This is an optimization exercise on Yosys and OpenROAD, whose aim is small area and a short achievable clock period, not a production implementation. At most, simulation tests tie the RTL to the original design; equivalence was not proved. Function not checked in run 1: the RTL went through the layout flow alone. No driver is modelled on the clock port, so clocking that relies on it looks cheaper here than on a real chip.

==> flow/design.v (outline; a module is shown in full before it is edited, if it fits) <==
// module rs_xor2: 3 lines
// module rs_xnor2: 3 lines
// module rs_inv: 3 lines
// module rs_nand2: 3 lines
// module reed_solomon_top: 816 lines
module reed_solomon_top(
    input  wire       clk,
    input  wire       rst_n,
    input  wire [7:0] data_in,
    output wire [7:0] code_out
);
  // ...
==> flow/run.sh <==
#!/bin/bash
# synth_recipe.tcl (not shown) runs the flow's synth.tcl, then flattens the netlist and writes it again
# the make line also repeats each setting of config.mk as NAME=value (left out here)
make -C /OpenROAD-flow-scripts/flow DESIGN_CONFIG=/design/flow/config.mk WORK_HOME=/design/flow/orfs CLKGATE_MAP_FILE= SYNTH_SCRIPT=/design/flow/synth_recipe.tcl finish
==> flow/config.mk <==
export PLATFORM = sky130hd
export DESIGN_NAME = reed_solomon_top
export DESIGN_NICKNAME = reed_solomon_top
export VERILOG_FILES = /design/flow/design.v
export SDC_FILE = /design/flow/constraint.sdc
export NUM_CORES = 4
export LEC_CHECK = 0
export CAP_MARGIN = 20
export CORE_MARGIN = 2
export CORE_UTILIZATION = 40
export CTS_CLUSTER_DIAMETER = 100
export CTS_CLUSTER_SIZE = 24
export SETUP_SLACK_MARGIN = 1.6
export SLEW_MARGIN = 20
export SYNTH_HIERARCHICAL = 1
export SYNTH_MINIMUM_KEEP_SIZE = 0
==> flow/constraint.sdc <==
create_clock -name core_clock -period 4.0 [get_ports {clk}]
set_input_delay 0.8000 -clock core_clock [delete_from_list [all_inputs] [get_ports {clk}]]
set_output_delay 0.8000 -clock core_clock [all_outputs]
set_load 0.01 [all_outputs]
==> run notes, run 1 <==
- Status: complete, no violations
- CP delay by family, top: flip-flops
- Number of global-route vias before repair: 6619
- Synth Area in Simple Gates: 0.02464
- Final ANT Viol Nets: 0
- Critical Path RT: 3.20 ns
- Main synth FF type: dfrtp_1
- Clk cell area share: 0.02903
- Inverters: 1
- Synthesis warning total: 7
- Signal buffers: 106
- Avg Inst Size Synth: 13.73 um^2
- Routed WL: 30970 um
- Synth async-reset ratio: 1.000
- Area grow syn2layout: 26.59%
- Worst hold path class: in2async
- CP max stage delay: 0.57 ns
- Post-CTS Setup Bufs: 22
- WP depth: 4
- Adder-Cell Fraction of Synth Area: 0
- Grt met1 use: 0.3236
- Num CTS Buffers: 15
- Placer Congestion: roughly 0.9
- Critical Path End: code_out[6]
- Vias/cell: 4.603
- Residual DRC: 0
- CTS root buf: clkbuf_16
- Antenna violations before repair: 1
- Flop2flop setup slack: 1.66 ns
- Fin nets: 954
- Reg2reg path depth: 5
- Leading cell type in the layout, fill and taps excluded: xor2_1
- Max cap viols: 0
- Fmax: approximately 0.43 GHz
- Cell count after placement: 1283
- DIE WIDTH: around 170 um
- Post-CTS Hold Fix Bufs: 0
- Setup TNS: 0 ns
- DR iter-0 viols: 468
- Fraction of area in registers: 0.4728
- RSZ-0062 raised after global routing: false
==> run 2, diff against run 1 <==
==> flow/design.v (replaced) <==
module rs_xor2(input wire a, input wire b, output wire y);
    assign y = a ^ b;
endmodule
module rs_fbg(input wire x, input wire p, output wire y);
    assign y = ~(x & ~p);
endmodule
module rs_xnor2(input wire a, input wire b, output wire y);
    assign y = ~(a ^ b);
endmodule
module rs_inv(input wire a, output wire y);
    assign y = ~a;
endmodule
module rs_nand2(input wire a, input wire b, output wire y);
    assign y = ~(a & b);
endmodule
module reed_solomon_top(
    input  wire       clk,
    input  wire       rst_n,
    input  wire [7:0] data_in,
    output wire [7:0] code_out
);
    reg  [7:0] st;
    reg        po, dn;
    reg  [2:0] pz;    
    wire       at222 = (st == 8'h84);    
    wire       at254 = (st == 8'h80);    
    always @(posedge clk or negedge rst_n) begin
        if (!rst_n) begin
            st <= 8'h01;
            pz <= {3{1'b0}};
            po <= 1'b0;
            dn <= 1'b1;
        end else begin
            st <= {st[6:0], st[7] ^ st[5] ^ st[4] ^ st[3]};
            pz[0] <= at222 | (pz[0] & ~at254);
            pz[1] <= at222 | (pz[1] & ~at254);
            pz[2] <= at222 | (pz[2] & ~at254);
            po <= at222 | (po & ~at254);
            dn <= ~at222 & (dn | at254);
        end
    end
    reg  [255:0] rem;
    wire [255:0] nxt;
    wire [7:0] x;
    rs_xor2 fx0 (.a(data_in[0]), .b(rem[248]), .y(x[0]));
    wire fbn0_0;
    rs_fbg f0_0 (.x(x[0]), .p(pz[0]), .y(fbn0_0));
    wire fbn0_1;
    rs_fbg f0_1 (.x(x[0]), .p(pz[1]), .y(fbn0_1));
    wire fbn0_2;
    rs_fbg f0_2 (.x(x[0]), .p(pz[2]), .y(fbn0_2));
    wire fbn0_3;
    rs_fbg f0_3 (.x(x[0]), .p(pz[0]), .y(fbn0_3));
    wire fbn0_4;
    rs_fbg f0_4 (.x(x[0]), .p(pz[1]), .y(fbn0_4));
    rs_xor2 fx1 (.a(data_in[1]), .b(rem[249]), .y(x[1]));
    wire fbn1_0;
    rs_fbg f1_0 (.x(x[1]), .p(pz[2]), .y(fbn1_0));
    wire fbn1_1;
    rs_fbg f1_1 (.x(x[1]), .p(pz[0]), .y(fbn1_1));
    wire fbn1_2;
    rs_fbg f1_2 (.x(x[1]), .p(pz[1]), .y(fbn1_2));
    rs_xor2 fx2 (.a(data_in[2]), .b(rem[250]), .y(x[2]));
    wire fbn2_0;
    rs_fbg f2_0 (.x(x[2]), .p(pz[2]), .y(fbn2_0));
    wire fbn2_1;
    rs_fbg f2_1 (.x(x[2]), .p(pz[0]), .y(fbn2_1));
    wire fbn2_2;
    rs_fbg f2_2 (.x(x[2]), .p(pz[1]), .y(fbn2_2));
    rs_xor2 fx3 (.a(data_in[3]), .b(rem[251]), .y(x[3]));
    wire fbn3_0;
    rs_fbg f3_0 (.x(x[3]), .p(pz[2]), .y(fbn3_0));
    wire fbn3_1;
    rs_fbg f3_1 (.x(x[3]), .p(pz[0]), .y(fbn3_1));
    wire fbn3_2;
    rs_fbg f3_2 (.x(x[3]), .p(pz[1]), .y(fbn3_2));
    rs_xor2 fx4 (.a(data_in[4]), .b(rem[252]), .y(x[4]));
    wire fbn4_0;
    rs_fbg f4_0 (.x(x[4]), .p(pz[2]), .y(fbn4_0));
    wire fbn4_1;
    rs_fbg f4_1 (.x(x[4]), .p(pz[0]), .y(fbn4_1));
    rs_xor2 fx5 (.a(data_in[5]), .b(rem[253]), .y(x[5]));
    wire fbn5_0;
    rs_fbg f5_0 (.x(x[5]), .p(pz[1]), .y(fbn5_0));
    wire fbn5_1;
    rs_fbg f5_1 (.x(x[5]), .p(pz[2]), .y(fbn5_1));
    rs_xor2 fx6 (.a(data_in[6]), .b(rem[254]), .y(x[6]));
    wire fbn6_0;
    rs_fbg f6_0 (.x(x[6]), .p(pz[0]), .y(fbn6_0));
    wire fbn6_1;
    rs_fbg f6_1 (.x(x[6]), .p(pz[1]), .y(fbn6_1));
    rs_xor2 fx7 (.a(data_in[7]), .b(rem[255]), .y(x[7]));
    wire fbn7_0;
    rs_fbg f7_0 (.x(x[7]), .p(pz[2]), .y(fbn7_0));
    wire fbn7_1;
    rs_fbg f7_1 (.x(x[7]), .p(pz[0]), .y(fbn7_1));
    wire p03_0;
    wire p03_1;
    wire p05_0;
    wire p05_1;
    wire p06_0;
    wire p09_0;
    wire p09_1;
    wire p0a_0;
    wire p0c_0;
    wire p0c_1;
    wire p11_0;
    wire p12_0;
    wire p14_0;
    wire p18_0;
    wire p22_0;
    wire p30_0;
    wire p42_0;
    wire p44_0;
    wire p48_0;
    wire p50_0;
    wire p50_1;
    wire p60_0;
    wire p60_1;
    wire p81_0;
    wire p82_0;
    wire p84_0;
    wire p90_0;
    wire p90_1;
    wire pa0_0;
    wire pa0_1;
    wire p0b_0;
    wire p0e_0;
    wire p13_0;
    wire p16_0;
    wire p1b_0;
    wire p1c_0;
    wire p1d_0;
    wire p23_0;
    wire p25_0;
    wire p26_0;
    wire p27_0;
    wire p29_0;
    wire p2a_0;
    wire p2c_0;
    wire p2e_0;
    wire p31_0;
    wire p32_0;
    wire p35_0;
    wire p36_0;
    wire p38_0;
    wire p3a_0;
    wire p45_0;
    wire p47_0;
    wire p4a_0;
    wire p4c_0;
    wire p4d_0;
    wire p4e_0;
    wire p51_0;
    wire p53_0;
    wire p54_0;
    wire p55_0;
    wire p58_0;
    wire p59_0;
    wire p5a_0;
    wire p5c_0;
    wire p61_0;
    wire p62_0;
    wire p63_0;
    wire p65_0;
    wire p6a_0;
    wire p6c_0;
    wire p70_0;
    wire p71_0;
    wire p72_0;
    wire p74_0;
    wire p83_0;
    wire p85_0;
    wire p89_0;
    wire p8b_0;
    wire p8d_0;
    wire p8e_0;
    wire p91_0;
    wire p93_0;
    wire p95_0;
    wire p98_0;
    wire p99_0;
    wire pa1_0;
    wire pa2_0;
    wire pa3_0;
    wire pa5_0;
    wire pa8_0;
    wire pa9_0;
    wire paa_0;
    wire pb0_0;
    wire pb1_0;
    wire pc1_0;
    wire pc2_0;
    wire pc3_0;
    wire pc6_0;
    wire pca_0;
    wire pd1_0;
    wire pd2_0;
    wire pd4_0;
    wire pd8_0;
    wire pe1_0;
    wire pe2_0;
    wire pf0_0;
    rs_xor2 x_p03_0 (.a(fbn0_0), .b(fbn1_0), .y(p03_0));
    rs_xor2 x_p03_1 (.a(fbn0_1), .b(fbn1_1), .y(p03_1));
    rs_xor2 x_p05_0 (.a(fbn0_2), .b(fbn2_0), .y(p05_0));
    rs_xor2 x_p05_1 (.a(fbn0_3), .b(fbn2_1), .y(p05_1));
    rs_xor2 x_p06_0 (.a(fbn1_2), .b(fbn2_2), .y(p06_0));
    rs_xor2 x_p09_0 (.a(fbn0_4), .b(fbn3_0), .y(p09_0));
    rs_xor2 x_p09_1 (.a(fbn0_0), .b(fbn3_1), .y(p09_1));
    rs_xor2 x_p0a_0 (.a(fbn1_0), .b(fbn3_2), .y(p0a_0));
    rs_xor2 x_p0c_0 (.a(fbn2_0), .b(fbn3_0), .y(p0c_0));
    rs_xor2 x_p0c_1 (.a(fbn2_1), .b(fbn3_1), .y(p0c_1));
    rs_xor2 x_p11_0 (.a(fbn0_1), .b(fbn4_0), .y(p11_0));
    rs_xor2 x_p12_0 (.a(fbn1_1), .b(fbn4_1), .y(p12_0));
    rs_xor2 x_p14_0 (.a(fbn2_2), .b(fbn4_0), .y(p14_0));
    rs_xor2 x_p18_0 (.a(fbn3_2), .b(fbn4_1), .y(p18_0));
    rs_xor2 x_p22_0 (.a(fbn1_2), .b(fbn5_0), .y(p22_0));
    rs_xor2 x_p30_0 (.a(fbn4_0), .b(fbn5_1), .y(p30_0));
    rs_xor2 x_p42_0 (.a(fbn1_0), .b(fbn6_0), .y(p42_0));
    rs_xor2 x_p44_0 (.a(fbn2_0), .b(fbn6_1), .y(p44_0));
    rs_xor2 x_p48_0 (.a(fbn3_0), .b(fbn6_0), .y(p48_0));
    rs_xor2 x_p50_0 (.a(fbn4_1), .b(fbn6_1), .y(p50_0));
    rs_xor2 x_p50_1 (.a(fbn4_0), .b(fbn6_0), .y(p50_1));
    rs_xor2 x_p60_0 (.a(fbn5_0), .b(fbn6_1), .y(p60_0));
    rs_xor2 x_p60_1 (.a(fbn5_1), .b(fbn6_0), .y(p60_1));
    rs_xor2 x_p81_0 (.a(fbn0_2), .b(fbn7_0), .y(p81_0));
    rs_xor2 x_p82_0 (.a(fbn1_1), .b(fbn7_1), .y(p82_0));
    rs_xor2 x_p84_0 (.a(fbn2_1), .b(fbn7_0), .y(p84_0));
    rs_xor2 x_p90_0 (.a(fbn4_1), .b(fbn7_1), .y(p90_0));
    rs_xor2 x_p90_1 (.a(fbn4_0), .b(fbn7_0), .y(p90_1));
    rs_xor2 x_pa0_0 (.a(fbn5_0), .b(fbn7_1), .y(pa0_0));
    rs_xor2 x_pa0_1 (.a(fbn5_1), .b(fbn7_0), .y(pa0_1));
    rs_xor2 x_p0b_0 (.a(p0a_0), .b(fbn0_3), .y(p0b_0));
    rs_xor2 x_p0e_0 (.a(p0c_0), .b(fbn1_2), .y(p0e_0));
    rs_xor2 x_p13_0 (.a(p12_0), .b(fbn0_4), .y(p13_0));
    rs_xor2 x_p16_0 (.a(p14_0), .b(fbn1_0), .y(p16_0));
    rs_xor2 x_p1b_0 (.a(p03_0), .b(p18_0), .y(p1b_0));
    rs_xor2 x_p1c_0 (.a(p18_0), .b(fbn2_2), .y(p1c_0));
    rs_xor2 x_p1d_0 (.a(p05_0), .b(p18_0), .y(p1d_0));
    rs_xor2 x_p23_0 (.a(p22_0), .b(fbn0_0), .y(p23_0));
    rs_xor2 x_p25_0 (.a(p05_1), .b(fbn5_0), .y(p25_0));
    rs_xor2 x_p26_0 (.a(p22_0), .b(fbn2_0), .y(p26_0));
    rs_xor2 x_p27_0 (.a(p05_0), .b(p22_0), .y(p27_0));
    rs_xor2 x_p29_0 (.a(p09_0), .b(fbn5_1), .y(p29_0));
    rs_xor2 x_p2a_0 (.a(p22_0), .b(fbn3_1), .y(p2a_0));
    rs_xor2 x_p2c_0 (.a(p0c_1), .b(fbn5_0), .y(p2c_0));
    rs_xor2 x_p2e_0 (.a(p22_0), .b(p0c_0), .y(p2e_0));
    rs_xor2 x_p31_0 (.a(p30_0), .b(fbn0_1), .y(p31_0));
    rs_xor2 x_p32_0 (.a(p30_0), .b(fbn1_1), .y(p32_0));
    rs_xor2 x_p35_0 (.a(p05_1), .b(p30_0), .y(p35_0));
    rs_xor2 x_p36_0 (.a(p06_0), .b(p30_0), .y(p36_0));
    rs_xor2 x_p38_0 (.a(p30_0), .b(fbn3_2), .y(p38_0));
    rs_xor2 x_p3a_0 (.a(p0a_0), .b(p30_0), .y(p3a_0));
    rs_xor2 x_p45_0 (.a(p44_0), .b(fbn0_2), .y(p45_0));
    rs_xor2 x_p47_0 (.a(p03_1), .b(p44_0), .y(p47_0));
    rs_xor2 x_p4a_0 (.a(p48_0), .b(fbn1_2), .y(p4a_0));
    rs_xor2 x_p4c_0 (.a(p48_0), .b(fbn2_1), .y(p4c_0));
    rs_xor2 x_p4d_0 (.a(p05_0), .b(p48_0), .y(p4d_0));
    rs_xor2 x_p4e_0 (.a(p06_0), .b(p48_0), .y(p4e_0));
    rs_xor2 x_p51_0 (.a(p50_0), .b(fbn0_3), .y(p51_0));
    rs_xor2 x_p53_0 (.a(p03_0), .b(p50_1), .y(p53_0));
    rs_xor2 x_p54_0 (.a(p50_0), .b(fbn2_2), .y(p54_0));
    rs_xor2 x_p55_0 (.a(p05_1), .b(p50_1), .y(p55_0));
    rs_xor2 x_p58_0 (.a(p50_0), .b(fbn3_0), .y(p58_0));
    rs_xor2 x_p59_0 (.a(p09_1), .b(p50_1), .y(p59_0));
    rs_xor2 x_p5a_0 (.a(p0a_0), .b(p50_0), .y(p5a_0));
    rs_xor2 x_p5c_0 (.a(p0c_1), .b(p50_1), .y(p5c_0));
    rs_xor2 x_p61_0 (.a(p60_0), .b(fbn0_4), .y(p61_0));
    rs_xor2 x_p62_0 (.a(p60_1), .b(fbn1_0), .y(p62_0));
    rs_xor2 x_p63_0 (.a(p03_1), .b(p60_0), .y(p63_0));
    rs_xor2 x_p65_0 (.a(p05_0), .b(p60_1), .y(p65_0));
    rs_xor2 x_p6a_0 (.a(p0a_0), .b(p60_0), .y(p6a_0));
    rs_xor2 x_p6c_0 (.a(p0c_0), .b(p60_1), .y(p6c_0));
    rs_xor2 x_p70_0 (.a(p60_0), .b(fbn4_1), .y(p70_0));
    rs_xor2 x_p71_0 (.a(p11_0), .b(p60_1), .y(p71_0));
    rs_xor2 x_p72_0 (.a(p12_0), .b(p60_0), .y(p72_0));
    rs_xor2 x_p74_0 (.a(p14_0), .b(p60_1), .y(p74_0));
    rs_xor2 x_p83_0 (.a(p82_0), .b(fbn0_0), .y(p83_0));
    rs_xor2 x_p85_0 (.a(p84_0), .b(fbn0_1), .y(p85_0));
    rs_xor2 x_p89_0 (.a(p81_0), .b(fbn3_1), .y(p89_0));
    rs_xor2 x_p8b_0 (.a(p09_0), .b(p82_0), .y(p8b_0));
    rs_xor2 x_p8d_0 (.a(p09_1), .b(p84_0), .y(p8d_0));
    rs_xor2 x_p8e_0 (.a(p0a_0), .b(p84_0), .y(p8e_0));
    rs_xor2 x_p91_0 (.a(p90_0), .b(fbn0_2), .y(p91_0));
    rs_xor2 x_p93_0 (.a(p03_0), .b(p90_1), .y(p93_0));
    rs_xor2 x_p95_0 (.a(p05_1), .b(p90_0), .y(p95_0));
    rs_xor2 x_p98_0 (.a(p90_1), .b(fbn3_2), .y(p98_0));
    rs_xor2 x_p99_0 (.a(p09_0), .b(p90_0), .y(p99_0));
    rs_xor2 x_pa1_0 (.a(pa0_0), .b(fbn0_3), .y(pa1_0));
    rs_xor2 x_pa2_0 (.a(pa0_1), .b(fbn1_1), .y(pa2_0));
    rs_xor2 x_pa3_0 (.a(p03_1), .b(pa0_0), .y(pa3_0));
    rs_xor2 x_pa5_0 (.a(p05_0), .b(pa0_1), .y(pa5_0));
    rs_xor2 x_pa8_0 (.a(pa0_0), .b(fbn3_0), .y(pa8_0));
    rs_xor2 x_pa9_0 (.a(p09_1), .b(pa0_1), .y(pa9_0));
    rs_xor2 x_paa_0 (.a(p0a_0), .b(pa0_0), .y(paa_0));
    rs_xor2 x_pb0_0 (.a(pa0_1), .b(fbn4_0), .y(pb0_0));
    rs_xor2 x_pb1_0 (.a(p11_0), .b(pa0_0), .y(pb1_0));
    rs_xor2 x_pc1_0 (.a(p81_0), .b(fbn6_1), .y(pc1_0));
    rs_xor2 x_pc2_0 (.a(p82_0), .b(fbn6_0), .y(pc2_0));
    rs_xor2 x_pc3_0 (.a(p81_0), .b(p42_0), .y(pc3_0));
    rs_xor2 x_pc6_0 (.a(p42_0), .b(p84_0), .y(pc6_0));
    rs_xor2 x_pca_0 (.a(p82_0), .b(p48_0), .y(pca_0));
    rs_xor2 x_pd1_0 (.a(p81_0), .b(p50_0), .y(pd1_0));
    rs_xor2 x_pd2_0 (.a(p42_0), .b(p90_1), .y(pd2_0));
    rs_xor2 x_pd4_0 (.a(p44_0), .b(p90_0), .y(pd4_0));
    rs_xor2 x_pd8_0 (.a(p48_0), .b(p90_1), .y(pd8_0));
    rs_xor2 x_pe1_0 (.a(p81_0), .b(p60_0), .y(pe1_0));
    rs_xor2 x_pe2_0 (.a(p42_0), .b(pa0_1), .y(pe2_0));
    rs_xor2 x_pf0_0 (.a(p50_1), .b(pa0_0), .y(pf0_0));
    rs_xnor2 a_0 (.a(fbn3_1), .b(pe1_0), .y(nxt[0]));
    assign nxt[1] = pd2_0;
    assign nxt[2] = p4d_0;
    rs_xnor2 a_3 (.a(fbn0_4), .b(p72_0), .y(nxt[3]));
    rs_inv a_4 (.a(p0e_0), .y(nxt[4]));
    assign nxt[5] = p1d_0;
    assign nxt[6] = p3a_0;
    assign nxt[7] = p74_0;
    rs_xnor2 a_8 (.a(rem[0]), .b(p16_0), .y(nxt[8]));
    rs_xnor2 a_9 (.a(rem[1]), .b(p2c_0), .y(nxt[9]));
    rs_xor2 a_10 (.a(rem[2]), .b(p4e_0), .y(nxt[10]));
    rs_xor2 a_11 (.a(rem[3]), .b(p8b_0), .y(nxt[11]));
    rs_xnor2 a_12 (.a(rem[4]), .b(fbn0_0), .y(nxt[12]));
    rs_xnor2 a_13 (.a(rem[5]), .b(fbn1_2), .y(nxt[13]));
    rs_xor2 a_14 (.a(rem[6]), .b(p05_1), .y(nxt[14]));
    rs_xnor2 a_15 (.a(rem[7]), .b(p0b_0), .y(nxt[15]));
    wire t_16;
    rs_xor2 b_16 (.a(rem[8]), .b(fbn0_1), .y(t_16));
    rs_xnor2 a_16 (.a(t_16), .b(p4e_0), .y(nxt[16]));
    wire t_17;
    rs_xor2 b_17 (.a(rem[9]), .b(p06_0), .y(t_17));
    rs_xor2 a_17 (.a(t_17), .b(p99_0), .y(nxt[17]));
    rs_xor2 a_18 (.a(rem[10]), .b(p71_0), .y(nxt[18]));
    wire t_19;
    rs_xor2 b_19 (.a(rem[11]), .b(fbn2_0), .y(t_19));
    rs_xnor2 a_19 (.a(t_19), .b(pa9_0), .y(nxt[19]));
    rs_xor2 a_20 (.a(rem[12]), .b(p14_0), .y(nxt[20]));
    rs_xnor2 a_21 (.a(rem[13]), .b(p29_0), .y(nxt[21]));
    rs_xor2 a_22 (.a(rem[14]), .b(p53_0), .y(nxt[22]));
    wire t_23;
    rs_xor2 b_23 (.a(rem[15]), .b(fbn1_0), .y(t_23));
    rs_xnor2 a_23 (.a(t_23), .b(pa5_0), .y(nxt[23]));
    rs_xor2 a_24 (.a(rem[16]), .b(p30_0), .y(nxt[24]));
    rs_xor2 a_25 (.a(rem[17]), .b(p60_1), .y(nxt[25]));
    rs_xor2 a_26 (.a(rem[18]), .b(pf0_0), .y(nxt[26]));
    rs_xor2 a_27 (.a(rem[19]), .b(pd1_0), .y(nxt[27]));
    rs_xor2 a_28 (.a(rem[20]), .b(p93_0), .y(nxt[28]));
    rs_xnor2 a_29 (.a(rem[21]), .b(p26_0), .y(nxt[29]));
    rs_xnor2 a_30 (.a(rem[22]), .b(p4c_0), .y(nxt[30]));
    rs_xnor2 a_31 (.a(rem[23]), .b(p98_0), .y(nxt[31]));
    wire t_32, u_32;
    rs_xor2 c_32 (.a(rem[24]), .b(fbn6_1), .y(u_32));
    rs_xor2 b_32 (.a(u_32), .b(p84_0), .y(t_32));
    rs_xnor2 a_32 (.a(t_32), .b(p1b_0), .y(nxt[32]));
    wire t_33;
    rs_xor2 b_33 (.a(rem[25]), .b(p14_0), .y(t_33));
    rs_xor2 a_33 (.a(t_33), .b(paa_0), .y(nxt[33]));
    rs_xor2 a_34 (.a(rem[26]), .b(pa3_0), .y(nxt[34]));
    rs_xor2 a_35 (.a(rem[27]), .b(p99_0), .y(nxt[35]));
    wire t_36;
    rs_xor2 b_36 (.a(rem[28]), .b(p0c_1), .y(t_36));
    rs_xor2 a_36 (.a(t_36), .b(pe1_0), .y(nxt[36]));
    wire t_37;
    rs_xor2 b_37 (.a(rem[29]), .b(p03_0), .y(t_37));
    rs_xor2 a_37 (.a(t_37), .b(pd8_0), .y(nxt[37]));
    wire t_38;
    rs_xor2 b_38 (.a(rem[30]), .b(p06_0), .y(t_38));
    rs_xor2 a_38 (.a(t_38), .b(pb1_0), .y(nxt[38]));
    wire t_39;
    rs_xor2 b_39 (.a(rem[31]), .b(p03_1), .y(t_39));
    rs_xor2 a_39 (.a(t_39), .b(p6c_0), .y(nxt[39]));
    rs_xor2 a_40 (.a(rem[32]), .b(p6c_0), .y(nxt[40]));
    rs_xor2 a_41 (.a(rem[33]), .b(pd8_0), .y(nxt[41]));
    wire t_42;
    rs_xor2 b_42 (.a(rem[34]), .b(fbn2_1), .y(t_42));
    rs_xnor2 a_42 (.a(t_42), .b(pd8_0), .y(nxt[42]));
    wire t_43;
    rs_xor2 b_43 (.a(rem[35]), .b(fbn0_2), .y(t_43));
    rs_xnor2 a_43 (.a(t_43), .b(pd4_0), .y(nxt[43]));
    rs_xor2 a_44 (.a(rem[36]), .b(pc6_0), .y(nxt[44]));
    rs_xor2 a_45 (.a(rem[37]), .b(p8d_0), .y(nxt[45]));
    rs_xor2 a_46 (.a(rem[38]), .b(p1b_0), .y(nxt[46]));
    rs_xor2 a_47 (.a(rem[39]), .b(p36_0), .y(nxt[47]));
    rs_xor2 a_48 (.a(rem[40]), .b(pb1_0), .y(nxt[48]));
    rs_xor2 a_49 (.a(rem[41]), .b(p63_0), .y(nxt[49]));
    wire t_50;
    rs_xor2 b_50 (.a(rem[42]), .b(fbn1_1), .y(t_50));
    rs_xnor2 a_50 (.a(t_50), .b(p74_0), .y(nxt[50]));
    wire t_51;
    rs_xor2 b_51 (.a(rem[43]), .b(fbn0_3), .y(t_51));
    rs_xnor2 a_51 (.a(t_51), .b(p5c_0), .y(nxt[51]));
    rs_xnor2 a_52 (.a(rem[44]), .b(p0b_0), .y(nxt[52]));
    rs_xnor2 a_53 (.a(rem[45]), .b(p16_0), .y(nxt[53]));
    rs_xnor2 a_54 (.a(rem[46]), .b(p2c_0), .y(nxt[54]));
    rs_xnor2 a_55 (.a(rem[47]), .b(p58_0), .y(nxt[55]));
    rs_xnor2 a_56 (.a(rem[48]), .b(pa8_0), .y(nxt[56]));
    rs_xor2 a_57 (.a(rem[49]), .b(p50_0), .y(nxt[57]));
    rs_xnor2 a_58 (.a(rem[50]), .b(fbn3_2), .y(nxt[58]));
    wire t_59;
    rs_xor2 b_59 (.a(rem[51]), .b(fbn3_0), .y(t_59));
    rs_xnor2 a_59 (.a(t_59), .b(pb1_0), .y(nxt[59]));
    wire t_60;
    rs_xor2 b_60 (.a(rem[52]), .b(fbn1_2), .y(t_60));
    rs_xnor2 a_60 (.a(t_60), .b(pd8_0), .y(nxt[60]));
    wire t_61;
    rs_xor2 b_61 (.a(rem[53]), .b(fbn2_2), .y(t_61));
    rs_xnor2 a_61 (.a(t_61), .b(pb1_0), .y(nxt[61]));
    rs_xor2 a_62 (.a(rem[54]), .b(p6a_0), .y(nxt[62]));
    rs_xor2 a_63 (.a(rem[55]), .b(pd4_0), .y(nxt[63]));
    wire t_64;
    rs_xor2 b_64 (.a(rem[56]), .b(p0c_0), .y(t_64));
    rs_xor2 a_64 (.a(t_64), .b(pe1_0), .y(nxt[64]));
    wire t_65;
    rs_xor2 b_65 (.a(rem[57]), .b(p03_0), .y(t_65));
    rs_xor2 a_65 (.a(t_65), .b(pd8_0), .y(nxt[65]));
    rs_xor2 a_66 (.a(rem[58]), .b(p5a_0), .y(nxt[66]));
    rs_xor2 a_67 (.a(rem[59]), .b(p59_0), .y(nxt[67]));
    wire t_68;
    rs_xor2 b_68 (.a(rem[60]), .b(fbn1_0), .y(t_68));
    rs_xnor2 a_68 (.a(t_68), .b(p5c_0), .y(nxt[68]));
    wire t_69;
    rs_xor2 b_69 (.a(rem[61]), .b(p0c_1), .y(t_69));
    rs_xor2 a_69 (.a(t_69), .b(pb1_0), .y(nxt[69]));
    wire t_70;
    rs_xor2 b_70 (.a(rem[62]), .b(p09_0), .y(t_70));
    rs_xor2 a_70 (.a(t_70), .b(p72_0), .y(nxt[70]));
    wire t_71;
    rs_xor2 b_71 (.a(rem[63]), .b(p06_0), .y(t_71));
    rs_xor2 a_71 (.a(t_71), .b(pf0_0), .y(nxt[71]));
    rs_xor2 a_72 (.a(rem[64]), .b(p18_0), .y(nxt[72]));
    rs_xnor2 a_73 (.a(rem[65]), .b(p31_0), .y(nxt[73]));
    wire t_74;
    rs_xor2 b_74 (.a(rem[66]), .b(fbn3_1), .y(t_74));
    rs_xnor2 a_74 (.a(t_74), .b(p72_0), .y(nxt[74]));
    wire t_75;
    rs_xor2 b_75 (.a(rem[67]), .b(fbn7_1), .y(t_75));
    rs_xnor2 a_75 (.a(t_75), .b(p6c_0), .y(nxt[75]));
    rs_xnor2 a_76 (.a(rem[68]), .b(pc1_0), .y(nxt[76]));
    rs_xnor2 a_77 (.a(rem[69]), .b(p83_0), .y(nxt[77]));
    rs_xor2 a_78 (.a(rem[70]), .b(p06_0), .y(nxt[78]));
    rs_xor2 a_79 (.a(rem[71]), .b(p0c_0), .y(nxt[79]));
    wire t_80;
    rs_xor2 b_80 (.a(rem[72]), .b(p09_1), .y(t_80));
    rs_xor2 a_80 (.a(t_80), .b(pe2_0), .y(nxt[80]));
    wire t_81;
    rs_xor2 b_81 (.a(rem[73]), .b(p03_1), .y(t_81));
    rs_xor2 a_81 (.a(t_81), .b(pd4_0), .y(nxt[81]));
    rs_xor2 a_82 (.a(rem[74]), .b(p44_0), .y(nxt[82]));
    rs_xnor2 a_83 (.a(rem[75]), .b(p62_0), .y(nxt[83]));
    rs_xor2 a_84 (.a(rem[76]), .b(p2e_0), .y(nxt[84]));
    wire t_85;
    rs_xor2 b_85 (.a(rem[77]), .b(fbn0_4), .y(t_85));
    rs_xnor2 a_85 (.a(t_85), .b(p5c_0), .y(nxt[85]));
    wire t_86;
    rs_xor2 b_86 (.a(rem[78]), .b(fbn4_1), .y(t_86));
    rs_xnor2 a_86 (.a(t_86), .b(paa_0), .y(nxt[86]));
    wire t_87;
    rs_xor2 b_87 (.a(rem[79]), .b(fbn0_0), .y(t_87));
    rs_xnor2 a_87 (.a(t_87), .b(p74_0), .y(nxt[87]));
    wire t_88;
    rs_xor2 b_88 (.a(rem[80]), .b(fbn7_0), .y(t_88));
    rs_xnor2 a_88 (.a(t_88), .b(p36_0), .y(nxt[88]));
    wire t_89;
    rs_xor2 b_89 (.a(rem[81]), .b(fbn0_1), .y(t_89));
    rs_xnor2 a_89 (.a(t_89), .b(p6c_0), .y(nxt[89]));
    rs_xor2 a_90 (.a(rem[82]), .b(p6c_0), .y(nxt[90]));
    wire t_91;
    rs_xor2 b_91 (.a(rem[83]), .b(fbn1_1), .y(t_91));
    rs_xnor2 a_91 (.a(t_91), .b(p6c_0), .y(nxt[91]));
    wire t_92;
    rs_xor2 b_92 (.a(rem[84]), .b(fbn0_2), .y(t_92));
    rs_xnor2 a_92 (.a(t_92), .b(p6a_0), .y(nxt[92]));
    wire t_93;
    rs_xor2 b_93 (.a(rem[85]), .b(fbn1_2), .y(t_93));
    rs_xnor2 a_93 (.a(t_93), .b(pd4_0), .y(nxt[93]));
    wire t_94;
    rs_xor2 b_94 (.a(rem[86]), .b(fbn2_0), .y(t_94));
    rs_xnor2 a_94 (.a(t_94), .b(pa9_0), .y(nxt[94]));
    wire t_95;
    rs_xor2 b_95 (.a(rem[87]), .b(fbn0_3), .y(t_95));
    rs_xnor2 a_95 (.a(t_95), .b(p5a_0), .y(nxt[95]));
    wire t_96;
    rs_xor2 b_96 (.a(rem[88]), .b(fbn0_4), .y(t_96));
    rs_xnor2 a_96 (.a(t_96), .b(p2e_0), .y(nxt[96]));
    wire t_97;
    rs_xor2 b_97 (.a(rem[89]), .b(p03_0), .y(t_97));
    rs_xor2 a_97 (.a(t_97), .b(p5c_0), .y(nxt[97]));
    rs_xor2 a_98 (.a(rem[90]), .b(p90_0), .y(nxt[98]));
    rs_xnor2 a_99 (.a(rem[91]), .b(p0e_0), .y(nxt[99]));
    rs_xnor2 a_100 (.a(rem[92]), .b(p32_0), .y(nxt[100]));
    rs_xor2 a_101 (.a(rem[93]), .b(p65_0), .y(nxt[101]));
    wire t_102;
    rs_xor2 b_102 (.a(rem[94]), .b(fbn0_0), .y(t_102));
    rs_xnor2 a_102 (.a(t_102), .b(pca_0), .y(nxt[102]));
    wire t_103;
    rs_xor2 b_103 (.a(rem[95]), .b(fbn1_0), .y(t_103));
    rs_xnor2 a_103 (.a(t_103), .b(p95_0), .y(nxt[103]));
    rs_xor2 a_104 (.a(rem[96]), .b(p22_0), .y(nxt[104]));
    rs_xnor2 a_105 (.a(rem[97]), .b(p45_0), .y(nxt[105]));
    rs_xor2 a_106 (.a(rem[98]), .b(pa9_0), .y(nxt[106]));
    rs_xnor2 a_107 (.a(rem[99]), .b(p70_0), .y(nxt[107]));
    rs_xnor2 a_108 (.a(rem[100]), .b(pc2_0), .y(nxt[108]));
    rs_xor2 a_109 (.a(rem[101]), .b(p84_0), .y(nxt[109]));
    rs_xnor2 a_110 (.a(rem[102]), .b(fbn3_2), .y(nxt[110]));
    rs_xor2 a_111 (.a(rem[103]), .b(p11_0), .y(nxt[111]));
    wire t_112;
    rs_xor2 b_112 (.a(rem[104]), .b(fbn2_1), .y(t_112));
    rs_xnor2 a_112 (.a(t_112), .b(paa_0), .y(nxt[112]));
    rs_xor2 a_113 (.a(rem[105]), .b(p5c_0), .y(nxt[113]));
    rs_xnor2 a_114 (.a(rem[106]), .b(p16_0), .y(nxt[114]));
    rs_xor2 a_115 (.a(rem[107]), .b(p82_0), .y(nxt[115]));
    rs_xor2 a_116 (.a(rem[108]), .b(paa_0), .y(nxt[116]));
    rs_xor2 a_117 (.a(rem[109]), .b(p55_0), .y(nxt[117]));
    wire t_118;
    rs_xor2 b_118 (.a(rem[110]), .b(fbn0_1), .y(t_118));
    rs_xnor2 a_118 (.a(t_118), .b(paa_0), .y(nxt[118]));
    wire t_119;
    rs_xor2 b_119 (.a(rem[111]), .b(fbn1_1), .y(t_119));
    rs_xnor2 a_119 (.a(t_119), .b(p55_0), .y(nxt[119]));
    rs_xor2 a_120 (.a(rem[112]), .b(p12_0), .y(nxt[120]));
    rs_xnor2 a_121 (.a(rem[113]), .b(p25_0), .y(nxt[121]));
    rs_xor2 a_122 (.a(rem[114]), .b(p59_0), .y(nxt[122]));
    rs_xnor2 a_123 (.a(rem[115]), .b(pa1_0), .y(nxt[123]));
    rs_xnor2 a_124 (.a(rem[116]), .b(p51_0), .y(nxt[124]));
    rs_xnor2 a_125 (.a(rem[117]), .b(pa2_0), .y(nxt[125]));
    rs_xor2 a_126 (.a(rem[118]), .b(p44_0), .y(nxt[126]));
    rs_xnor2 a_127 (.a(rem[119]), .b(p89_0), .y(nxt[127]));
    wire t_128;
    rs_xor2 b_128 (.a(rem[120]), .b(fbn2_2), .y(t_128));
    rs_xnor2 a_128 (.a(t_128), .b(p99_0), .y(nxt[128]));
    wire t_129;
    rs_xor2 b_129 (.a(rem[121]), .b(fbn0_2), .y(t_129));
    rs_xnor2 a_129 (.a(t_129), .b(p3a_0), .y(nxt[129]));
    wire t_130;
    rs_xor2 b_130 (.a(rem[122]), .b(p09_0), .y(t_130));
    rs_xor2 a_130 (.a(t_130), .b(pe2_0), .y(nxt[130]));
    rs_xnor2 a_131 (.a(rem[123]), .b(p4a_0), .y(nxt[131]));
    rs_xor2 a_132 (.a(rem[124]), .b(p09_1), .y(nxt[132]));
    rs_xnor2 a_133 (.a(rem[125]), .b(p13_0), .y(nxt[133]));
    rs_xor2 a_134 (.a(rem[126]), .b(p27_0), .y(nxt[134]));
    rs_xor2 a_135 (.a(rem[127]), .b(p4e_0), .y(nxt[135]));
    rs_xnor2 a_136 (.a(rem[128]), .b(p61_0), .y(nxt[136]));
    rs_xnor2 a_137 (.a(rem[129]), .b(pc2_0), .y(nxt[137]));
    wire t_138;
    rs_xor2 b_138 (.a(rem[130]), .b(fbn2_0), .y(t_138));
    rs_xnor2 a_138 (.a(t_138), .b(pe1_0), .y(nxt[138]));
    wire t_139;
    rs_xor2 b_139 (.a(rem[131]), .b(fbn0_3), .y(t_139));
    rs_xnor2 a_139 (.a(t_139), .b(paa_0), .y(nxt[139]));
    rs_xor2 a_140 (.a(rem[132]), .b(p36_0), .y(nxt[140]));
    rs_xor2 a_141 (.a(rem[133]), .b(p6c_0), .y(nxt[141]));
    rs_xor2 a_142 (.a(rem[134]), .b(pd8_0), .y(nxt[142]));
    rs_xnor2 a_143 (.a(rem[135]), .b(pb0_0), .y(nxt[143]));
    rs_xor2 a_144 (.a(rem[136]), .b(p12_0), .y(nxt[144]));
    rs_xnor2 a_145 (.a(rem[137]), .b(p25_0), .y(nxt[145]));
    rs_xor2 a_146 (.a(rem[138]), .b(p59_0), .y(nxt[146]));
    rs_xnor2 a_147 (.a(rem[139]), .b(pa1_0), .y(nxt[147]));
    rs_xnor2 a_148 (.a(rem[140]), .b(p51_0), .y(nxt[148]));
    rs_xnor2 a_149 (.a(rem[141]), .b(pa2_0), .y(nxt[149]));
    rs_xor2 a_150 (.a(rem[142]), .b(p44_0), .y(nxt[150]));
    rs_xnor2 a_151 (.a(rem[143]), .b(p89_0), .y(nxt[151]));
    rs_xnor2 a_152 (.a(rem[144]), .b(fbn0_4), .y(nxt[152]));
    rs_xnor2 a_153 (.a(rem[145]), .b(fbn1_2), .y(nxt[153]));
    rs_xnor2 a_154 (.a(rem[146]), .b(fbn2_1), .y(nxt[154]));
    rs_xnor2 a_155 (.a(rem[147]), .b(fbn3_0), .y(nxt[155]));
    rs_xnor2 a_156 (.a(rem[148]), .b(fbn4_0), .y(nxt[156]));
    rs_xnor2 a_157 (.a(rem[149]), .b(fbn5_1), .y(nxt[157]));
    rs_xnor2 a_158 (.a(rem[150]), .b(fbn6_0), .y(nxt[158]));
    rs_xnor2 a_159 (.a(rem[151]), .b(fbn7_1), .y(nxt[159]));
    rs_xor2 a_160 (.a(rem[152]), .b(p4e_0), .y(nxt[160]));
    wire t_161;
    rs_xor2 b_161 (.a(rem[153]), .b(fbn2_2), .y(t_161));
    rs_xnor2 a_161 (.a(t_161), .b(p99_0), .y(nxt[161]));
    wire t_162;
    rs_xor2 b_162 (.a(rem[154]), .b(fbn0_0), .y(t_162));
    rs_xnor2 a_162 (.a(t_162), .b(p74_0), .y(nxt[162]));
    rs_xor2 a_163 (.a(rem[155]), .b(pa5_0), .y(nxt[163]));
    rs_xnor2 a_164 (.a(rem[156]), .b(fbn2_0), .y(nxt[164]));
    rs_xor2 a_165 (.a(rem[157]), .b(p09_0), .y(nxt[165]));
    rs_xnor2 a_166 (.a(rem[158]), .b(p13_0), .y(nxt[166]));
    rs_xor2 a_167 (.a(rem[159]), .b(p27_0), .y(nxt[167]));
    rs_xnor2 a_168 (.a(rem[160]), .b(p2a_0), .y(nxt[168]));
    rs_xnor2 a_169 (.a(rem[161]), .b(p54_0), .y(nxt[169]));
    rs_xnor2 a_170 (.a(rem[162]), .b(p83_0), .y(nxt[170]));
    rs_xnor2 a_171 (.a(rem[163]), .b(p2c_0), .y(nxt[171]));
    rs_xor2 a_172 (.a(rem[164]), .b(p72_0), .y(nxt[172]));
    wire t_173;
    rs_xor2 b_173 (.a(rem[165]), .b(fbn2_1), .y(t_173));
    rs_xnor2 a_173 (.a(t_173), .b(pe1_0), .y(nxt[173]));
    rs_xor2 a_174 (.a(rem[166]), .b(pca_0), .y(nxt[174]));
    rs_xor2 a_175 (.a(rem[167]), .b(p95_0), .y(nxt[175]));
    rs_xnor2 a_176 (.a(rem[168]), .b(p54_0), .y(nxt[176]));
    rs_xor2 a_177 (.a(rem[169]), .b(pa9_0), .y(nxt[177]));
    rs_xor2 a_178 (.a(rem[170]), .b(p06_0), .y(nxt[178]));
    rs_xnor2 a_179 (.a(rem[171]), .b(p58_0), .y(nxt[179]));
    wire t_180;
    rs_xor2 b_180 (.a(rem[172]), .b(fbn2_2), .y(t_180));
    rs_xnor2 a_180 (.a(t_180), .b(pe1_0), .y(nxt[180]));
    rs_xor2 a_181 (.a(rem[173]), .b(pca_0), .y(nxt[181]));
    rs_xor2 a_182 (.a(rem[174]), .b(p95_0), .y(nxt[182]));
    rs_xnor2 a_183 (.a(rem[175]), .b(p2a_0), .y(nxt[183]));
    rs_xnor2 a_184 (.a(rem[176]), .b(p29_0), .y(nxt[184]));
    rs_xor2 a_185 (.a(rem[177]), .b(p53_0), .y(nxt[185]));
    rs_xor2 a_186 (.a(rem[178]), .b(p8e_0), .y(nxt[186]));
    rs_xor2 a_187 (.a(rem[179]), .b(p35_0), .y(nxt[187]));
    rs_xor2 a_188 (.a(rem[180]), .b(p42_0), .y(nxt[188]));
    rs_xnor2 a_189 (.a(rem[181]), .b(p85_0), .y(nxt[189]));
    rs_xor2 a_190 (.a(rem[182]), .b(p0a_0), .y(nxt[190]));
    rs_xor2 a_191 (.a(rem[183]), .b(p14_0), .y(nxt[191]));
    rs_xor2 a_192 (.a(rem[184]), .b(pe1_0), .y(nxt[192]));
    rs_xor2 a_193 (.a(rem[185]), .b(pc3_0), .y(nxt[193]));
    wire t_194;
    rs_xor2 b_194 (.a(rem[186]), .b(fbn1_0), .y(t_194));
    rs_xnor2 a_194 (.a(t_194), .b(p65_0), .y(nxt[194]));
    wire t_195;
    rs_xor2 b_195 (.a(rem[187]), .b(fbn0_1), .y(t_195));
    rs_xnor2 a_195 (.a(t_195), .b(p2e_0), .y(nxt[195]));
    wire t_196;
    rs_xor2 b_196 (.a(rem[188]), .b(p14_0), .y(t_196));
    rs_xor2 a_196 (.a(t_196), .b(paa_0), .y(nxt[196]));
    wire t_197;
    rs_xor2 b_197 (.a(rem[189]), .b(fbn3_1), .y(t_197));
    rs_xnor2 a_197 (.a(t_197), .b(p74_0), .y(nxt[197]));
    wire t_198;
    rs_xor2 b_198 (.a(rem[190]), .b(fbn3_2), .y(t_198));
    rs_xnor2 a_198 (.a(t_198), .b(pf0_0), .y(nxt[198]));
    rs_xor2 a_199 (.a(rem[191]), .b(pf0_0), .y(nxt[199]));
    rs_xor2 a_200 (.a(rem[192]), .b(p8e_0), .y(nxt[200]));
    rs_xnor2 a_201 (.a(rem[193]), .b(p1c_0), .y(nxt[201]));
    wire t_202;
    rs_xor2 b_202 (.a(rem[194]), .b(fbn7_0), .y(t_202));
    rs_xnor2 a_202 (.a(t_202), .b(p36_0), .y(nxt[202]));
    wire t_203;
    rs_xor2 b_203 (.a(rem[195]), .b(fbn0_2), .y(t_203));
    rs_xnor2 a_203 (.a(t_203), .b(pe2_0), .y(nxt[203]));
    rs_xor2 a_204 (.a(rem[196]), .b(p48_0), .y(nxt[204]));
    rs_xnor2 a_205 (.a(rem[197]), .b(p91_0), .y(nxt[205]));
    rs_xnor2 a_206 (.a(rem[198]), .b(p23_0), .y(nxt[206]));
    rs_xor2 a_207 (.a(rem[199]), .b(p47_0), .y(nxt[207]));
    wire t_208;
    rs_xor2 b_208 (.a(rem[200]), .b(p0a_0), .y(t_208));
    rs_xor2 a_208 (.a(t_208), .b(p74_0), .y(nxt[208]));
    wire t_209, u_209;
    rs_xor2 c_209 (.a(rem[201]), .b(fbn7_1), .y(u_209));
    rs_xor2 b_209 (.a(u_209), .b(p60_0), .y(t_209));
    rs_xnor2 a_209 (.a(t_209), .b(p1d_0), .y(nxt[209]));
    rs_xnor2 a_210 (.a(rem[202]), .b(p85_0), .y(nxt[210]));
    rs_xor2 a_211 (.a(rem[203]), .b(p74_0), .y(nxt[211]));
    wire t_212;
    rs_xor2 b_212 (.a(rem[204]), .b(fbn1_1), .y(t_212));
    rs_xnor2 a_212 (.a(t_212), .b(p95_0), .y(nxt[212]));
    wire t_213;
    rs_xor2 b_213 (.a(rem[205]), .b(fbn0_3), .y(t_213));
    rs_xnor2 a_213 (.a(t_213), .b(p2e_0), .y(nxt[213]));
    wire t_214;
    rs_xor2 b_214 (.a(rem[206]), .b(p03_1), .y(t_214));
    rs_xor2 a_214 (.a(t_214), .b(p5c_0), .y(nxt[214]));
    wire t_215, u_215;
    rs_xor2 c_215 (.a(rem[207]), .b(fbn5_0), .y(u_215));
    rs_xor2 b_215 (.a(u_215), .b(p84_0), .y(t_215));
    rs_xnor2 a_215 (.a(t_215), .b(p1b_0), .y(nxt[215]));
    rs_xnor2 a_216 (.a(rem[208]), .b(fbn1_2), .y(nxt[216]));
    rs_xor2 a_217 (.a(rem[209]), .b(p05_0), .y(nxt[217]));
    rs_xor2 a_218 (.a(rem[210]), .b(p09_1), .y(nxt[218]));
    rs_xor2 a_219 (.a(rem[211]), .b(p11_0), .y(nxt[219]));
    rs_xnor2 a_220 (.a(rem[212]), .b(fbn5_1), .y(nxt[220]));
    rs_xnor2 a_221 (.a(rem[213]), .b(fbn6_1), .y(nxt[221]));
    rs_xnor2 a_222 (.a(rem[214]), .b(fbn7_0), .y(nxt[222]));
    rs_xnor2 a_223 (.a(rem[215]), .b(fbn0_4), .y(nxt[223]));
    rs_xor2 a_224 (.a(rem[216]), .b(p18_0), .y(nxt[224]));
    rs_xnor2 a_225 (.a(rem[217]), .b(p31_0), .y(nxt[225]));
    wire t_226;
    rs_xor2 b_226 (.a(rem[218]), .b(fbn3_0), .y(t_226));
    rs_xnor2 a_226 (.a(t_226), .b(p72_0), .y(nxt[226]));
    wire t_227;
    rs_xor2 b_227 (.a(rem[219]), .b(fbn7_1), .y(t_227));
    rs_xnor2 a_227 (.a(t_227), .b(p6c_0), .y(nxt[227]));
    rs_xnor2 a_228 (.a(rem[220]), .b(pc1_0), .y(nxt[228]));
    rs_xnor2 a_229 (.a(rem[221]), .b(p83_0), .y(nxt[229]));
    rs_xor2 a_230 (.a(rem[222]), .b(p06_0), .y(nxt[230]));
    rs_xor2 a_231 (.a(rem[223]), .b(p0c_1), .y(nxt[231]));
    rs_xor2 a_232 (.a(rem[224]), .b(p1b_0), .y(nxt[232]));
    rs_xor2 a_233 (.a(rem[225]), .b(p36_0), .y(nxt[233]));
    wire t_234;
    rs_xor2 b_234 (.a(rem[226]), .b(p03_0), .y(t_234));
    rs_xor2 a_234 (.a(t_234), .b(p74_0), .y(nxt[234]));
    wire t_235;
    rs_xor2 b_235 (.a(rem[227]), .b(p05_1), .y(t_235));
    rs_xor2 a_235 (.a(t_235), .b(pf0_0), .y(nxt[235]));
    wire t_236;
    rs_xor2 b_236 (.a(rem[228]), .b(fbn0_0), .y(t_236));
    rs_xnor2 a_236 (.a(t_236), .b(pf0_0), .y(nxt[236]));
    wire t_237;
    rs_xor2 b_237 (.a(rem[229]), .b(fbn0_1), .y(t_237));
    rs_xnor2 a_237 (.a(t_237), .b(pe2_0), .y(nxt[237]));
    rs_xor2 a_238 (.a(rem[230]), .b(pc6_0), .y(nxt[238]));
    rs_xor2 a_239 (.a(rem[231]), .b(p8d_0), .y(nxt[239]));
    rs_xor2 a_240 (.a(rem[232]), .b(p71_0), .y(nxt[240]));
    rs_xor2 a_241 (.a(rem[233]), .b(pe2_0), .y(nxt[241]));
    wire t_242;
    rs_xor2 b_242 (.a(rem[234]), .b(fbn2_0), .y(t_242));
    rs_xnor2 a_242 (.a(t_242), .b(pb1_0), .y(nxt[242]));
    rs_xor2 a_243 (.a(rem[235]), .b(p1b_0), .y(nxt[243]));
    rs_xor2 a_244 (.a(rem[236]), .b(p47_0), .y(nxt[244]));
    rs_xor2 a_245 (.a(rem[237]), .b(p8e_0), .y(nxt[245]));
    rs_xnor2 a_246 (.a(rem[238]), .b(p1c_0), .y(nxt[246]));
    rs_xnor2 a_247 (.a(rem[239]), .b(p38_0), .y(nxt[247]));
    rs_xor2 a_248 (.a(rem[240]), .b(p8e_0), .y(nxt[248]));
    rs_xnor2 a_249 (.a(rem[241]), .b(p1c_0), .y(nxt[249]));
    wire t_250;
    rs_xor2 b_250 (.a(rem[242]), .b(fbn7_0), .y(t_250));
    rs_xnor2 a_250 (.a(t_250), .b(p36_0), .y(nxt[250]));
    wire t_251;
    rs_xor2 b_251 (.a(rem[243]), .b(fbn0_2), .y(t_251));
    rs_xnor2 a_251 (.a(t_251), .b(pe2_0), .y(nxt[251]));
    rs_xor2 a_252 (.a(rem[244]), .b(p48_0), .y(nxt[252]));
    rs_xnor2 a_253 (.a(rem[245]), .b(p91_0), .y(nxt[253]));
    rs_xnor2 a_254 (.a(rem[246]), .b(p23_0), .y(nxt[254]));
    rs_xor2 a_255 (.a(rem[247]), .b(p47_0), .y(nxt[255]));
    always @(posedge clk or negedge rst_n) begin
        if (!rst_n) rem <= 256'd0;
        else        rem <= nxt;
    end
    wire [7:0] sd, sr;
    genvar g;
    generate for (g = 0; g < 8; g = g + 1) begin : omux
        rs_nand2 nd (.a(data_in[g]), .b(dn), .y(sd[g]));
        rs_nand2 nr (.a(rem[248+g]), .b(po), .y(sr[g]));
        rs_nand2 no (.a(sd[g]), .b(sr[g]), .y(code_out[g]));
    end endgenerate
endmodule
==> flow/flow/run.sh (new file) <==
#!/bin/bash
set -euo pipefail
HERE=$(pwd)
CTS="-sink_clustering_enable -repair_clock_nets -sink_clustering_size 24 -sink_clustering_max_diameter 100 -dont_use_dummy_load"
DU="sky130_fd_sc_hd__probe_p_8 sky130_fd_sc_hd__probec_p_8 sky130_fd_sc_hd__lpflow_bleeder_1 sky130_fd_sc_hd__lpflow_clkbufkapwr_1 sky130_fd_sc_hd__lpflow_clkbufkapwr_16 sky130_fd_sc_hd__lpflow_clkbufkapwr_2 sky130_fd_sc_hd__lpflow_clkbufkapwr_4 sky130_fd_sc_hd__lpflow_clkbufkapwr_8 sky130_fd_sc_hd__lpflow_clkinvkapwr_1 sky130_fd_sc_hd__lpflow_clkinvkapwr_16 sky130_fd_sc_hd__lpflow_clkinvkapwr_2 sky130_fd_sc_hd__lpflow_clkinvkapwr_4 sky130_fd_sc_hd__lpflow_clkinvkapwr_8 sky130_fd_sc_hd__lpflow_decapkapwr_12 sky130_fd_sc_hd__lpflow_decapkapwr_3 sky130_fd_sc_hd__lpflow_decapkapwr_4 sky130_fd_sc_hd__lpflow_decapkapwr_6 sky130_fd_sc_hd__lpflow_decapkapwr_8 sky130_fd_sc_hd__lpflow_inputiso0n_1 sky130_fd_sc_hd__lpflow_inputiso0p_1 sky130_fd_sc_hd__lpflow_inputiso1n_1 sky130_fd_sc_hd__lpflow_inputiso1p_1 sky130_fd_sc_hd__lpflow_inputisolatch_1 sky130_fd_sc_hd__lpflow_isobufsrc_1 sky130_fd_sc_hd__lpflow_isobufsrc_16 sky130_fd_sc_hd__lpflow_isobufsrc_2 sky130_fd_sc_hd__lpflow_isobufsrc_4 sky130_fd_sc_hd__lpflow_isobufsrc_8 sky130_fd_sc_hd__lpflow_isobufsrckapwr_16 sky130_fd_sc_hd__lpflow_lsbuf_lh_hl_isowell_tap_1 sky130_fd_sc_hd__lpflow_lsbuf_lh_hl_isowell_tap_2 sky130_fd_sc_hd__lpflow_lsbuf_lh_hl_isowell_tap_4 sky130_fd_sc_hd__lpflow_lsbuf_lh_isowell_4 sky130_fd_sc_hd__lpflow_lsbuf_lh_isowell_tap_1 sky130_fd_sc_hd__lpflow_lsbuf_lh_isowell_tap_2 sky130_fd_sc_hd__lpflow_lsbuf_lh_isowell_tap_4 sky130_fd_sc_hd__xor2_4 sky130_fd_sc_hd__xnor2_4"
ARGS=("BUFFER_PORTS_ARGS=-buffer_cell sky130_fd_sc_hd__buf_2" "CTS_ARGS=$CTS" "DONT_USE_CELLS=$DU")
bash standard.sh "${ARGS[@]}" cts > standard_cts.log 2>&1
RES=$HERE/orfs/results/sky130hd/reed_solomon_top/base
MARGIN=$(sed -n 's/^export SETUP_SLACK_MARGIN *= *//p' config.mk)
RES=$RES TARGET=$MARGIN LIB=$FLOW_HOME/platforms/sky130hd/lib/sky130_fd_sc_hd__tt_025C_1v80.lib \
  openroad -no_init -exit flow/recover.tcl > recover.log 2>&1
bash standard.sh "${ARGS[@]}" finish > standard.log 2>&1
==> flow/flow/recover.tcl (new file) <==
# Area recovery after CTS: remove data-path buffers (not port buffers), then downsize
# combinational cells (never flip-flops or clock cells), one at a time, keeping each change
# only if the worst setup slack stays at or above the target and no max-slew /
# max-capacitance violation appears.
set res $::env(RES)
set target $::env(TARGET)
read_db $res/4_cts.odb
read_liberty $::env(LIB)
read_sdc $res/4_cts.sdc
source $::env(FLOW_HOME)/platforms/sky130hd/setRC.tcl
set_propagated_clock [all_clocks]
estimate_parasitics -placement
report_design_area
report_worst_slack
# never ask for more than the slack timing repair reached
set ws [expr {[sta::worst_slack_cmd max]*1e9}]
if {$ws < $target} { set target [expr {$ws - 0.005}] }
puts "recovery target slack $target"

set slew0 [sta::max_slew_violation_count]
set cap0 [sta::max_capacitance_violation_count]
proc try_remove_buffer {name target} {
  set block [ord::get_db_block]
  set dbi [$block findInst $name]
  set in_it [$dbi findITerm A]; set out_it [$dbi findITerm X]
  if {$in_it == "NULL" || $out_it == "NULL"} { return 0 }
  set nin [$in_it getNet]; set nout [$out_it getNet]
  if {$nin == "NULL" || $nout == "NULL"} { return 0 }
  if {[llength [$nout getBTerms]] > 0 || [llength [$nin getBTerms]] > 0} { return 0 }
  set loads {}
  foreach it [$nout getITerms] { if {[$it getInst] != $dbi} { lappend loads $it } }
  foreach it $loads { $it disconnect; $it connect $nin }
  estimate_parasitics -placement
  if {[sta::worst_slack_cmd max] >= $target*1e-9 && [sta::max_slew_violation_count] <= $::slew0 && [sta::max_capacitance_violation_count] <= $::cap0} {
    $in_it disconnect
    odb::dbInst_destroy $dbi
    odb::dbNet_destroy $nout
    return 1
  }
  foreach it $loads { $it disconnect; $it connect $nout }
  estimate_parasitics -placement
  return 0
}
set nb 0
foreach inst [get_cells *] {
  set lc [get_property $inst ref_name]
  if {![regexp {__buf_[0-9]+$} $lc]} continue
  set nm [get_full_name $inst]
  if {[regexp {^(input|output)} $nm]} continue
  if {[try_remove_buffer $nm $target]} { puts "removed buffer $nm"; incr nb }
}
puts "removed $nb buffers"

proc smaller_cells {name} {
  if {![regexp {^(sky130_fd_sc_hd__)(.*)_([0-9]+)$} $name -> pre base drv]} { return {} }
  set out {}
  foreach d {0 1 2 4 6 8 12 16} {
    if {$d >= $drv} break
    set c "${pre}${base}_$d"
    if {[llength [get_lib_cells -quiet */$c]] > 0} { lappend out $c }
  }
  return $out
}
set insts {}
foreach inst [get_cells *] {
  set lc [get_property $inst ref_name]
  if {[regexp {df|clkbuf|clkinv|dly|tap|fill|decap} $lc]} continue
  if {[llength [smaller_cells $lc]] == 0} continue
  lappend insts $inst
}
puts "candidates: [llength $insts]"
set n 0
foreach inst $insts {
  set lc [get_property $inst ref_name]
  foreach c [smaller_cells $lc] {
    replace_cell $inst [lindex [get_lib_cells */$c] 0]
    estimate_parasitics -placement
    if {[sta::worst_slack_cmd max] >= $target*1e-9 && [sta::max_slew_violation_count] <= $slew0 && [sta::max_capacitance_violation_count] <= $cap0} {
      puts "resized [get_full_name $inst] $lc -> $c"
      incr n
      break
    }
    replace_cell $inst [lindex [get_lib_cells */$lc] 0]
    estimate_parasitics -placement
  }
}
puts "downsized $n instances"
report_design_area
report_worst_slack
write_db $res/4_cts.odb
==> flow/standard.sh (new file) <==
#!/bin/bash
# synth_recipe.tcl (not shown) runs the flow's synth.tcl, then flattens the netlist and writes it again
# the make line also repeats each setting of config.mk as NAME=value (left out here)
make -C /OpenROAD-flow-scripts/flow DESIGN_CONFIG=/design/flow/config.mk WORK_HOME=/design/flow/orfs CLKGATE_MAP_FILE= SYNTH_SCRIPT=/design/flow/synth_recipe.tcl "${@:-finish}"
--- a/flow/config.mk
+++ b/flow/config.mk
@@ -5,12 +5,12 @@
 export SDC_FILE = /design/flow/constraint.sdc
 export NUM_CORES = 4
 export LEC_CHECK = 0
 export CAP_MARGIN = 20
 export CORE_MARGIN = 2
 export CORE_UTILIZATION = 40
 export CTS_CLUSTER_DIAMETER = 100
 export CTS_CLUSTER_SIZE = 24
-export SETUP_SLACK_MARGIN = 1.6
+export SETUP_SLACK_MARGIN = 1.8
 export SLEW_MARGIN = 20
 export SYNTH_HIERARCHICAL = 1
 export SYNTH_MINIMUM_KEEP_SIZE = 0
removed: flow/run.sh
==> run 2 against run 1 <==
Effect of this change:
- first-iteration DRC count shrank 29%
- clock-buffer cell count fell by 4
- critical path depth rose by 3
- sequential share of layout area increased by 4.2 points
- largest cell class unchanged
==> run notes, run 2 <==
- Final ANT Viol Nets: 0 (unchanged)
- Gr busiest metal: met2
- Max cap viols: 0 (unchanged)
- Routed WL: 27790 um (-10%)
- Post-synth top area cell: dfrtp_1
- Synth Area in XOR/XNOR: 0.3556
- Avg WL per Cell: 22.47 um
- Startpoint type of the worst setup path: input pin
- Reg clk slew, reported paths: approximately 0.09 ns
- Starting density of the core: 0.4076
- Most frequent cell after synthesis: xor2_1
- Grt met3 use: 0.02169
- First-pass GRT wire length: about 41000 um
- Die area: 28800 um^2
- Max Root-Sink Buffers: 3
- Die Height: 169.7 um
- Biggest register: rem
- Final period utilization: 0.5581
- Post-synth top cells: xor2_1, dfrtp_1, xnor2_1
- Num ports: 18
- Drt pass-1 iters: 5
- Adder-Cell Fraction of Synth Area: 0 (unchanged)
- Top cells by area, synth: dfrtp_1, xor2_1, xnor2_1, nand2b_1, nand2_1
- Largest registers: rem (256), st (8), pz (3)
- CP endpoint kind: flip-flop
- Post-Route Skew: 0.02703 ns
- CTS Sinks: 269
- Compound-Gate Fraction of Synth Area: 0
- Synth top area share: 0.6082
- RSZ-0062 raised after global routing: true
- Sequential share of the synthesized area: 0.6130
- Antenna violations before repair: 0 (-1)
- CTS H-tree depth: 1
- IO Port Bufs: 17
- Avg Inst Size Synth: 14.25 um^2 (+3.8%)
- Synth Area in Simple Gates: 0.02437 (-0.0002712)
- Minimum clock period: 2.232 ns
- Gr ovfl total: 0
- Fin Hold WS: 0.09352 ns
- Crit path kind: in2reg
- Synth async-reset ratio: 1.000 (unchanged)
- Area grow syn2layout: 19.18%
- Yosys cell types: 12
- Fin nets: 908 (-4.8%)
- Post-synthesis register bit count: about 270
- Main combinational cell family by area after synthesis: XOR/XNOR gates
- Max-slew headroom: 0.4443
- Main synth FF type: dfrtp_1
- Critical Path RT: 4.32 ns (+1.12 ns)
- Met2 usage: 0.3194
- Clk Latency, worst-skew pair: 0.49 ns
- Setup TNS: 0 ns (unchanged)
- Max Slew Vio Count: 0
- Crit-path max FO: 6
- Worst EP arrival: 2.55 ns
- Least-Margin Pin Slew: 0.8336 ns
- N_diodes: 0
- CP dominant cell by count: xor2_1
- Layout cell share with drive strength beyond 1: 0.2087
- Worst hold path class: in2async
- Vias/cell: 4.610 (+0.14%)
- Worst path cell trace: buf_1 -> xor2_2 -> nand2b_4 -> xor2_1 -> buf_2 -> xor2_1 -> xnor2_1
- Syn_nets: 781
- Setup violators final: 0
- Number of global-route vias before repair: 5914 (-11%)
- TritonCTS clock tree: done
- HPWL Detailed: between 15000 and 20000 um
- Residual DRC: 0 (unchanged)
- Final hold violation count: 0
- Mux contribution to synthesized area: 0.006378
- Fmax: 0.4480 GHz (+5.2%)
- Reg2reg path depth: 7 (+2)
- Core ar.: about 27000 um^2
- Max reg flops: 256
- Most frequent cells in the layout: dfrtp_1, xor2_1, xnor2_1, xor2_2, buf_4
- Post-Syn Instances: 771
- CP max stage cell: xor2_1
- Post-Synthesis Cell Area: 10990 um^2
- Leading cell type in the layout, fill and taps excluded: dfrtp_1
- Vias: between 5000 and 6000
- Status: complete, no violations
- Placer Congestion: 0.8576 (-4.0%)
- GRT Total Usage: 0.1996
- CTS root buf: clkbuf_16
- Grt met1 use: 0.2947 (-0.02896)
- Post-DP Area: 12210 um^2
- CP max stage delay: 0.40 ns (-0.17 ns)
- DIE WIDTH: 169.7 um (-1.2%)
- Num CTS Buffers: 15 (unchanged)
- Largest net degree at the start of global routing: about 180
- Synthesis warning total: 7 (unchanged)
- Post-synth EDFFs: 0
- Post-CTS Hold Fix Bufs: 0 (unchanged)
- DR iter-0 viols: 331 (-29%)
- Site Rows: 60
- Fin area: 13090 um^2
[run 2: cell count changes after synthesis, moves of 2 or more]
cell / delta
nand2b_1: +22
dfrtp_1: +3
xor2_1: -34
a21o_1: -2
a21o_2: -2
nand2_1: -38
dfstp_2: -3
mux2_4: +3
[run 2: Yosys stat by module, one instance, submodules excluded]
module	times used	flops+latches
rs_nand2	24	0
rs_inv	1	0
rs_xor2	309	0
rs_fbg	22	0
rs_xnor2	134	0
reed_solomon_top	1	269
[run 2: area by class of cell]
type | count | area [um^2]
timing repair buffer | 110 | 729.5
multi-input combinational | 500 | 4820
tap | 341 | 426.7
sequential | 269 | 6734
clock buffer | 15 | 375.4
fill | 2382 | 13860
inverter | 2 | 7.507
[run 2: routing by layer]
metal,vias to the layer above,wire length (um),part of all wire
met5,-,0,0
met4,0,652,0.023
met3,33,1055,0.038
met2,128,13110,0.47
met1,3002,12970,0.47
li1,2539,-,-
[run 2: timing repair]
action,in CTS,in global routing
pin swaps,34,18
setup buffers,67,33
gates resized for setup,18,35
endpoints found under the setup margin,182,167
[run 2: stage by stage]
stage	setup WS [ns]	cells	utilization
2_1_floorplan	1.602	771	-
3_3_place_gp	0.7531	1155	0.4532
3_5_place_dp	0.7868	1155	0.4532
4_1_cts	1.768	1237	0.4931
6_report	1.768	1237	0.4858
5_1_grt	1.740	1237	0.4858
[run 2: path summary, 6_finish.rpt]
path                       slack [ns]       end        from
max                              1.77  rem[149]  data_in[5]
min                              0.09  rem[245]       rst_n
max reg2reg                      1.80  rem[149]    rem[255]
min reg2reg                      0.38     st[7]       st[6]
max in group asynchronous        2.09  rem[100]       rst_n
min in group core_clock          0.38     st[7]       st[6]
[run 2: critical path, delay by kind of cell]
kind	cells	cell delay (ns)
buf+inv	2	0.46
simple gates	1	0.20
xor+xnor	4	1.08
[run 2: kinds of logic (layout without fill, tap and decap cells)]
family	Yosys count	count (layout)
flops	269	269
xor+xnor	446	446
simple gates	49	49
buf+inv	2	127
mux	5	5

re-timing with driven ports:
How much do the figures lean on ideal ports? The routed layouts below were timed once more, with nothing changed but the port constraints.
Step 1 sets driving cells, clkbuf_16 on the clock port and buf_2 on the other inputs (assumed; they add their load-dependent delay and slew).
Step 2, shift: input delay + t, output delay - t, t = (earliest + latest rising clock arrival at the registers) / 2. This alone moves slack from input paths to output paths.
Slacks: ideal / step 1 / step 2; pairs: ideal / step 1.
| run | t, ns | slack for setup (ns) | worst setup path at the end |
|---|---|---|---|
| run 1 | 0.534 | 1.652 / 1.605 / 1.143 | input to register |
| run 2 | 0.528 | 1.768 / 1.756 / 1.256 | input to register |
After both steps setup and hold are still met in every run listed. For run 2, which loses most, drivers alone change the setup slack by -0.012 ns; drivers and shift together by -0.512 ns.
